What follows belongs to an exercise in optimizing a design on an open flow for small area, a short achievable clock period and few clock cycles; a production flow would make more cautious choices.
Where RTL was checked, it was by simulation tests only, not by an equivalence proof against the original.
Power figures rest on the tool's default switching activity, not on a simulated workload.

==> flow/design.v <==
module ALU(
    input wire clk,
    input wire rst_n,
    input wire [7:0] A,
    input wire [7:0] B,
    input wire start,
    input wire [2:0] opcode,
    output wire [15:0] result,
    output wire done
);
    reg [15:0] P;        
    reg        busy;     
    reg        done_r;
    reg [2:0]  cnt;
    wire mul  = opcode[2];
    wire zero = ~(|A) | ~(|B);
    wire ones = (&A) | (&B);
    wire [7:0] X = busy ? P[15:8] : B;
    wire [7:0] Y = A & {8{~busy | P[0]}};
    wire [7:0] g = X & Y, p = X ^ Y;
    wire [8:0] c;
    assign c[0] = 1'b0;
    genvar i;
    generate for (i = 0; i < 8; i = i + 1) begin : rc
        assign c[i+1] = g[i] | (p[i] & c[i]);
    end endgenerate
    wire [8:0] S = {c[8], p ^ c[7:0]};
    always @(posedge clk) begin
        if (busy)
            P <= {S, P[7:1]};
        else if (mul)
            P <= zero ? 16'h0000 :
                 ones ? {S[7:0], ~S[7:0]} :
                        {1'b0, A & {8{B[0]}}, B[7:1]};
        else case (opcode[1:0])
            2'b01:   P <= {7'h00, S};
            2'b10:   P <= {8'h00, X & Y};
            2'b11:   P <= {8'h00, X ^ Y};
            default: P <= 16'h0000;
        endcase
    end
    always @(posedge clk) begin
        if (~rst_n) begin
            busy   <= 1'b0;
            done_r <= 1'b0;
        end else begin
            busy   <= start;
            done_r <= start & (busy ? (mul & (cnt == 3'd6)) : (~mul | zero | ones));
        end
        cnt <= busy ? cnt + 3'd1 : 3'd0;
    end
    assign result = P;
    assign done   = done_r;
endmodule
==> flow/config.mk <==
export PLATFORM = sky130hd
export DESIGN_NAME = ALU
export DESIGN_NICKNAME = ALU
export VERILOG_FILES = /design/flow/design.v
export SDC_FILE = /design/flow/constraint.sdc
export NUM_CORES = 4
export LEC_CHECK = 0
export ABC_AREA = 1
export CAP_MARGIN = 20
export CORE_MARGIN = 2
export CORE_UTILIZATION = 40
export SETUP_SLACK_MARGIN = 2.8
export SLEW_MARGIN = 20
==> flow/constraint.sdc <==
create_clock -name core_clock -period 5.0 [get_ports {clk}]
set_input_delay 1.0000 -clock core_clock [delete_from_list [all_inputs] [get_ports {clk}]]
set_output_delay 1.0000 -clock core_clock [all_outputs]
set_load 0.01 [all_outputs]
standard.sh (not shown) runs the stock make flow with config.mk's settings and CLKGATE_MAP_FILE= SYNTH_SCRIPT=/design/flow/synth_recipe.tcl, a recipe that flattens the netlist after the stock synthesis.
==> flow/flow/run.sh <==
#!/bin/bash
# The standard layout, with the port buffers made from small buffers
# (sky130_fd_sc_hd__buf_2) instead of the delay buffers buffer_ports picks.
set -euo pipefail
export BUFFER_PORTS_ARGS="-buffer_cell sky130_fd_sc_hd__buf_2"
export ADDER_MAP_FILE=
bash standard.sh > standard.log 2>&1
==> next run, changes <==
--- a/flow/design.v
+++ b/flow/design.v
@@ -17,14 +17,7 @@
     wire ones = (&A) | (&B);
     wire [7:0] X = busy ? P[15:8] : B;
     wire [7:0] Y = A & {8{~busy | P[0]}};
-    wire [7:0] g = X & Y, p = X ^ Y;
-    wire [8:0] c;
-    assign c[0] = 1'b0;
-    genvar i;
-    generate for (i = 0; i < 8; i = i + 1) begin : rc
-        assign c[i+1] = g[i] | (p[i] & c[i]);
-    end endgenerate
-    wire [8:0] S = {c[8], p ^ c[7:0]};
+    wire [8:0] S = {1'b0, X} + {1'b0, Y};
     always @(posedge clk) begin
         if (busy)
             P <= {S, P[7:1]};
The changed run completed with no timing, DRC or antenna violations; worst setup slack gets better by 0.26 ns; design area is lower by 2.6%; die area is higher by 13%; flip-flop and latch count does not change; hold slack barely changes; final cell count is higher by 17%; routed wire length is higher by 4.1%; critical path depth is lower by 5; count of clock-buffer cells in the layout does not change; sequential share of layout area is higher by 0.43 points; first-iteration DRC count is lower by 25%; synthesized area is higher by 14%; clock power is about the same.
Testbench counts after the change, summed over its fixed seeds: cycles 16,520.
The RTL of the first run of this note was laid out without a check of its function.

---

ALU, a different RTL version from the one above (not shown whole).
Size: ~330 cells after synthesis, ~21 flip-flops, ~39 I/O pins, ~0.0019 mm² of cells after synthesis.
==> module ALU, before the edit <==
module ALU(
    input wire clk,
    input wire rst_n,
    input wire [7:0] A,
    input wire [7:0] B,
    input wire start,
    input wire [2:0] opcode,
    output wire [15:0] result,
    output wire done
);
    reg [15:0] P;        
    reg        busy;     
    reg        done_r;
    reg [2:0]  cnt;
    wire mul  = opcode[2];
    wire zero = ~(|A) | ~(|B);
    wire ones = (&A) | (&B);
    wire ones_nz = ((&A) & (|B)) | ((&B) & (|A));    
    wire [7:0] X = busy ? P[15:8] : B;
    wire [7:0] Y = A & {8{~busy | P[0]}};
    wire [8:0] S = {1'b0, X} + {1'b0, Y};
    always @(posedge clk) begin
        if (busy)
            P <= {S, P[7:1]};
        else if (mul)
            P <= ones_nz ? {S[7:0], ~S[7:0]} :
                           {1'b0, A & {8{B[0]}}, B[7:1] & {7{|A}}};
        else case (opcode[1:0])
            2'b01:   P <= {7'h00, S};
            2'b10:   P <= {8'h00, X & Y};
            2'b11:   P <= {8'h00, X ^ Y};
            default: P <= 16'h0000;
        endcase
    end
    always @(posedge clk) begin
        if (~rst_n) begin
            busy   <= 1'b0;
            done_r <= 1'b0;
        end else begin
            busy   <= start;
            done_r <= start & (busy ? (mul & (cnt == 3'd6)) : (~mul | zero | ones));
        end
        cnt <= busy ? cnt + 3'd1 : 3'd0;
    end
    assign result = P;
    assign done   = done_r;
endmodule
Settings: LEC_CHECK=0, ABC_AREA=1, CAP_MARGIN=20, CORE_MARGIN=2, CORE_UTILIZATION=40, SETUP_SLACK_MARGIN=2.8, SLEW_MARGIN=20; clock period 5.0 ns.
Scripts as last shown in full above: flow/flow/run.sh
The starting point finished with timing, DRC and antenna clean.
Next try:
--- a/flow/design.v
+++ b/flow/design.v
@@ -14,18 +14,33 @@
     reg [2:0]  cnt;
     wire mul  = opcode[2];
     wire zero = ~(|A) | ~(|B);
     wire ones = (&A) | (&B);
-    wire ones_nz = ((&A) & (|B)) | ((&B) & (|A));    
     wire [7:0] X = busy ? P[15:8] : B;
     wire [7:0] Y = A & {8{~busy | P[0]}};
-    wire [8:0] S = {1'b0, X} + {1'b0, Y};
+    wire [7:0] g = X & Y, p = X ^ Y;
+    wire [7:0] G1, P1, G2, P2, G3;
+    genvar i;
+    generate for (i = 0; i < 8; i = i + 1) begin : l1
+        if (i % 2 == 1) begin assign G1[i] = g[i] | (p[i] & g[i-1]); assign P1[i] = p[i] & p[i-1]; end
+        else begin assign G1[i] = g[i]; assign P1[i] = p[i]; end
+    end endgenerate
+    generate for (i = 0; i < 8; i = i + 1) begin : l2
+        if (i % 4 >= 2) begin assign G2[i] = G1[i] | (P1[i] & G1[(i/4)*4+1]); assign P2[i] = P1[i] & P1[(i/4)*4+1]; end
+        else begin assign G2[i] = G1[i]; assign P2[i] = P1[i]; end
+    end endgenerate
+    generate for (i = 0; i < 8; i = i + 1) begin : l3
+        if (i >= 4) begin assign G3[i] = G2[i] | (P2[i] & G2[3]); end
+        else begin assign G3[i] = G2[i]; end
+    end endgenerate
+    wire [8:0] S = {G3[7], p ^ {G3[6:0], 1'b0}};
     always @(posedge clk) begin
         if (busy)
             P <= {S, P[7:1]};
         else if (mul)
-            P <= ones_nz ? {S[7:0], ~S[7:0]} :
-                           {1'b0, A & {8{B[0]}}, B[7:1] & {7{|A}}};
+            P <= zero ? 16'h0000 :
+                 ones ? {S[7:0], ~S[7:0]} :
+                        {1'b0, A & {8{B[0]}}, B[7:1]};
         else case (opcode[1:0])
             2'b01:   P <= {7'h00, S};
             2'b10:   P <= {8'h00, X & Y};
             2'b11:   P <= {8'h00, X ^ Y};
What happened: Non-clock buffer count rises by 1. First-iteration DRC count fell by 23%. Global-route usage drops by 1.1 points. Routed wire length goes down by 8.8%. Critical path depth shrinks by 5. Combinational power is lower by 15%. Maximum frequency came out lower by 1.4%. Final cell count decreases by 11%. Final area came out lower by 10%. Utilization grows by 2.0 points. Synthesized cell count is lower by 14%. Register-to-register slack improved by 0.03 ns.
Function was not checked in any run of this note: the RTL went through the layout flow alone.

---

## 07-11
ALU with an RTL version that a note above also has.
Size in the first run: roughly 290 cells after synthesis, ~21 flip-flops, roughly 39 I/O pins.
==> module ALU, before the edit <==
module ALU(
    input wire clk,
    input wire rst_n,
    input wire [7:0] A,
    input wire [7:0] B,
    input wire start,
    input wire [2:0] opcode,
    output wire [15:0] result,
    output wire done
);
    reg [15:0] P;        
    reg        busy;     
    reg        done_r;
    reg [2:0]  cnt;
    wire mul  = opcode[2];
    wire zero = ~(|A) | ~(|B);
    wire ones = (&A) | (&B);
    wire [7:0] X = busy ? P[15:8] : B;
    wire [7:0] Y = A & {8{~busy | P[0]}};
    wire [8:0] S = {1'b0, X} + {1'b0, Y};
    always @(posedge clk) begin
        if (busy)
            P <= {S, P[7:1]};
        else if (mul)
            P <= zero ? 16'h0000 :
                 ones ? {S[7:0], ~S[7:0]} :
                        {1'b0, A & {8{B[0]}}, B[7:1]};
        else case (opcode[1:0])
            2'b01:   P <= {7'h00, S};
            2'b10:   P <= {8'h00, X & Y};
            2'b11:   P <= {8'h00, X ^ Y};
            default: P <= 16'h0000;
        endcase
    end
    always @(posedge clk) begin
        if (~rst_n) begin
            busy   <= 1'b0;
            done_r <= 1'b0;
        end else begin
            busy   <= start;
            done_r <= start & (busy ? (mul & (cnt == 3'd6)) : (~mul | zero | ones));
        end
        cnt <= busy ? cnt + 3'd1 : 3'd0;
    end
    assign result = P;
    assign done   = done_r;
endmodule
Settings: LEC_CHECK=0, ABC_AREA=1, CAP_MARGIN=20, CORE_MARGIN=2, CORE_UTILIZATION=40, SETUP_SLACK_MARGIN=2.5, SLEW_MARGIN=20; clock period 5.0 ns.
run.sh (not shown) runs the stock make flow with config.mk's settings and CLKGATE_MAP_FILE= SYNTH_SCRIPT=/design/flow/synth_recipe.tcl, a recipe that flattens the netlist after the stock synthesis.
Stock flow here: none of the scripts above is used.
Testbench counts of 07-11, summed over its fixed seeds: cycles 16,520.
#### Input delta (10-10 over 07-11)
==> flow/design.v <==
module ALU(
    input wire clk,
    input wire rst_n,
    input wire [7:0] A,
    input wire [7:0] B,
    input wire start,
    input wire [2:0] opcode,
    output wire [15:0] result,
    output wire done
);
    reg [15:0] P;        
    reg        busy;     
    reg        done_r;
    reg [2:0]  cnt;
    wire mul  = opcode[2];
    wire zero = ~(|A) | ~(|B);
    wire [7:0] X = busy ? P[15:8] : (mul ? {1'b0, A[7:1] & {7{B[0]}}} : B);
    wire       ysel = busy ? P[0] : (~mul | B[1]);
    wire [7:0] Y = A & {8{ysel}};
    wire [8:0] S = {1'b0, X} + {1'b0, Y};
    always @(posedge clk) begin
        if (busy)
            P <= {S, P[7:1]};
        else if (mul)
            P <= zero ? 16'h0000 : {S, A[0] & B[0], B[7:2]};
        else case (opcode[1:0])
            2'b01:   P <= {7'h00, S};
            2'b10:   P <= {8'h00, X & Y};
            2'b11:   P <= {8'h00, X ^ Y};
            default: P <= 16'h0000;
        endcase
    end
    always @(posedge clk) begin
        if (~rst_n) begin
            busy   <= 1'b0;
            done_r <= 1'b0;
        end else begin
            busy   <= start;
            done_r <= start & (busy ? (mul & (cnt == 3'd5)) : (~mul | zero));
        end
        cnt <= busy ? cnt + 3'd1 : 3'd0;
    end
    assign result = P;
    assign done   = done_r;
endmodule
Results
10-10 vs 07-11 — post-place instance area dropped 190 um^2.
Relative to 07-11, the initial core utilization of 10-10 is higher by 1.5 points.
Taking 07-11 as the reference, in 10-10 count of buffers not belonging to the clock network in the layout dropped 5, post-route cell area dropped about 8%.
In the flow results for 10-10 and 07-11, the number of cells on the worst reg-to-reg path is larger on 07-11.
Number of nets produced by synthesis is lower on 10-10
Compared to 07-11, 10-10 was floorplanned on a smaller die.
Of the two candidates, 07-11 has the worse final wirelength and 10-10 the better one.
Share of cell area taken by flip-flops and latches is higher on 10-10
Power attributed to sequential cells: lower on 07-11
10-10 vs. 07-11: power share of the combinational group rose 2.2 points, overall routing resource usage decreased by 1.5 points relative to the old numbers.
07-11 -> 10-10: post-cts gate resize count increased by more than a quarter
Die boundary height shrinks by a few percent when moving from 07-11 to 10-10.
The RTL of 10-10 was laid out without a check of its function.

---

Starting RTL as in the previous note.
==> flow/config.mk <==
export PLATFORM = sky130hd
export DESIGN_NAME = ALU
export DESIGN_NICKNAME = ALU
export VERILOG_FILES = /design/flow/design.v
export SDC_FILE = /design/flow/constraint.sdc
export NUM_CORES = 4
export LEC_CHECK = 0
export ABC_AREA = 1
export CAP_MARGIN = 20
export CORE_MARGIN = 2
export CORE_UTILIZATION = 40
export SETUP_SLACK_MARGIN = 2.65
export SLEW_MARGIN = 20
==> flow/constraint.sdc <==
create_clock -name core_clock -period 5.0 [get_ports {clk}]
set_input_delay 1.0000 -clock core_clock [delete_from_list [all_inputs] [get_ports {clk}]]
set_output_delay 1.0000 -clock core_clock [all_outputs]
set_load 0.01 [all_outputs]
standard.sh (not shown) runs the stock make flow with config.mk's settings and CLKGATE_MAP_FILE= SYNTH_SCRIPT=/design/flow/synth_recipe.tcl, a recipe that flattens the netlist after the stock synthesis.
Scripts as last shown in full above: flow/flow/run.sh
Testbench counts at the start, summed over its fixed seeds: cycles 16,520.
Next try:
--- a/flow/design.v
+++ b/flow/design.v
@@ -14,18 +14,18 @@
     reg [2:0]  cnt;
     wire mul  = opcode[2];
     wire zero = ~(|A) | ~(|B);
     wire ones = (&A) | (&B);
+    wire ones_nz = ((&A) & (|B)) | ((&B) & (|A));    
     wire [7:0] X = busy ? P[15:8] : B;
     wire [7:0] Y = A & {8{~busy | P[0]}};
     wire [8:0] S = {1'b0, X} + {1'b0, Y};
     always @(posedge clk) begin
         if (busy)
             P <= {S, P[7:1]};
         else if (mul)
-            P <= zero ? 16'h0000 :
-                 ones ? {S[7:0], ~S[7:0]} :
-                        {1'b0, A & {8{B[0]}}, B[7:1]};
+            P <= ones_nz ? {S[7:0], ~S[7:0]} :
+                           {1'b0, A & {8{B[0]}}, B[7:1] & {7{|A}}};
         else case (opcode[1:0])
             2'b01:   P <= {7'h00, S};
             2'b10:   P <= {8'h00, X & Y};
             2'b11:   P <= {8'h00, X ^ Y};
Effect: First-iteration DRC count went up by roughly a tenth; hold slack is about the same; via count is higher by a little under a tenth; non-clock buffer count rises by 2; total power rises by a few percent; clock power came out lower by a little under a tenth; wire length rises by a little under a tenth; setup slack loses 45 ps; clock skew stays flat; synthesized area rose by a few percent; clock-buffer cell count does not change; die area went up by a few percent; cell count climbs by a few percent.
Only the layout flow was run in the second run of this note; the RTL was not checked for function there.

---

Another version of the RTL of ALU (not shown whole).
Size: about 280 cells after synthesis, about 21 flip-flops, ~39 I/O pins, about 0.0016 mm2 of cells after synthesis.
## ALU
module ALU(
    input wire clk,
    input wire rst_n,
    input wire [7:0] A,
    input wire [7:0] B,
    input wire start,
    input wire [2:0] opcode,
    output wire [15:0] result,
    output wire done
);
==> module ALU, before the edit <==
module ALU(
    input wire clk,
    input wire rst_n,
    input wire [7:0] A,
    input wire [7:0] B,
    input wire start,
    input wire [2:0] opcode,
    output wire [15:0] result,
    output wire done
);
    reg [15:0] P;        
    reg        busy;     
    reg        done_r;
    reg [2:0]  cnt;
    wire mul  = opcode[2];
    wire zero = ~(|A) | ~(|B);
    wire [7:0] X = busy ? P[15:8] : B;
    wire [7:0] Y = A & {8{~busy | P[0]}};
    wire [8:0] S = {1'b0, X} + {1'b0, Y};
    always @(posedge clk) begin
        if (busy)
            P <= {S, P[7:1]};
        else if (mul)
            P <= zero ? 16'h0000 : {1'b0, A & {8{B[0]}}, B[7:1]};
        else case (opcode[1:0])
            2'b01:   P <= {7'h00, S};
            2'b10:   P <= {8'h00, X & Y};
            2'b11:   P <= {8'h00, X ^ Y};
            default: P <= 16'h0000;
        endcase
    end
    always @(posedge clk) begin
        if (~rst_n) begin
            busy   <= 1'b0;
            done_r <= 1'b0;
        end else begin
            busy   <= start;
            done_r <= start & (busy ? (mul & (cnt == 3'd6)) : (~mul | zero));
        end
        cnt <= busy ? cnt + 3'd1 : 3'd0;
    end
    assign result = P;
    assign done   = done_r;
endmodule
clock: 5.0 ns
lec_check: 0
abc_area: 1
cap_margin: 20
core_margin: 2
core_utilization: 40
setup_slack_margin: 2.75
slew_margin: 20
Scripts as last shown in full above: flow/flow/run.sh
The starting point finished with timing, DRC and antenna clean.
Testbench counts at the start, summed over its fixed seeds: cycles 19,103.
==> next run, changes <==
--- a/flow/design.v
+++ b/flow/design.v
@@ -14,6 +14,7 @@
     reg [2:0]  cnt;
     wire mul  = opcode[2];
     wire zero = ~(|A) | ~(|B);
+    wire ones = (&A) | (&B);
     wire [7:0] X = busy ? P[15:8] : B;
     wire [7:0] Y = A & {8{~busy | P[0]}};
     wire [8:0] S = {1'b0, X} + {1'b0, Y};
@@ -21,7 +22,9 @@
         if (busy)
             P <= {S, P[7:1]};
         else if (mul)
-            P <= zero ? 16'h0000 : {1'b0, A & {8{B[0]}}, B[7:1]};
+            P <= zero ? 16'h0000 :
+                 ones ? {S[7:0], ~S[7:0]} :
+                        {1'b0, A & {8{B[0]}}, B[7:1]};
         else case (opcode[1:0])
             2'b01:   P <= {7'h00, S};
             2'b10:   P <= {8'h00, X & Y};
@@ -35,7 +38,7 @@
             done_r <= 1'b0;
         end else begin
             busy   <= start;
-            done_r <= start & (busy ? (mul & (cnt == 3'd6)) : (~mul | zero));
+            done_r <= start & (busy ? (mul & (cnt == 3'd6)) : (~mul | zero | ones));
         end
         cnt <= busy ? cnt + 3'd1 : 3'd0;
     end
What happened:
- The new run completed with no timing, DRC or antenna violations
- fmax drops slightly
- global-route usage hardly moves
- via count climbs by roughly a tenth
- clock skew stays flat
- cell area climbs by roughly a tenth
- sequential power hardly moves
- utilization drops by 1.2 points
- critical path depth climbs by 3
- cell count climbs by roughly a tenth
- power climbs by a few percent
Testbench counts after the change, summed over its fixed seeds: cycles 16,520.

## afterwards: timing with drivers on the ports
The results above use ideal ports. As a check the final layouts listed here were re-extracted and re-timed, cells and wires unchanged.
Step 1, drivers: a clkbuf_16 drives clk and a buf_2 each remaining input, both assumed.
Step 2 also shifts input and output timing later by t, the mid clock arrival at the registers, as if the neighbouring blocks saw the same clock.
Slacks: ideal / step 1 / step 2; pairs: ideal / step 1.
run | t (ns) | setup WS [ns] | worst setup path after step 2
the first run of note 1 | 0.298 | 2.611 / 2.586 / 2.288 | input to register
the second run of note 1 | 0.299 | 2.875 / 2.878 / 2.578 | input to register
the first run of note 2 | 0.285 | 2.811 / 2.796 / 2.511 | input to register
the second run of note 2 | 0.293 | 2.780 / 2.785 / 2.492 | input to register
07-11 | 0.292 | 2.600 / 2.607 / 2.315 | input to register
10-10 | 0.290 | 2.550 / 2.514 / 2.223 | input to register
the first run of note 4 | 0.299 | 2.753 / 2.757 / 2.457 | input to register
the second run of note 4 | 0.287 | 2.708 / 2.709 / 2.422 | input to register
the first run of note 5 | 0.285 | 2.876 / 2.879 / 2.594 | input to register
the second run of note 5 | 0.298 | 2.851 / 2.854 / 2.556 | input to register
After both steps setup and hold are still met in every run listed. The setup slack of 10-10, which loses most, moves by -0.036 ns with the drivers and by -0.327 ns with both steps.
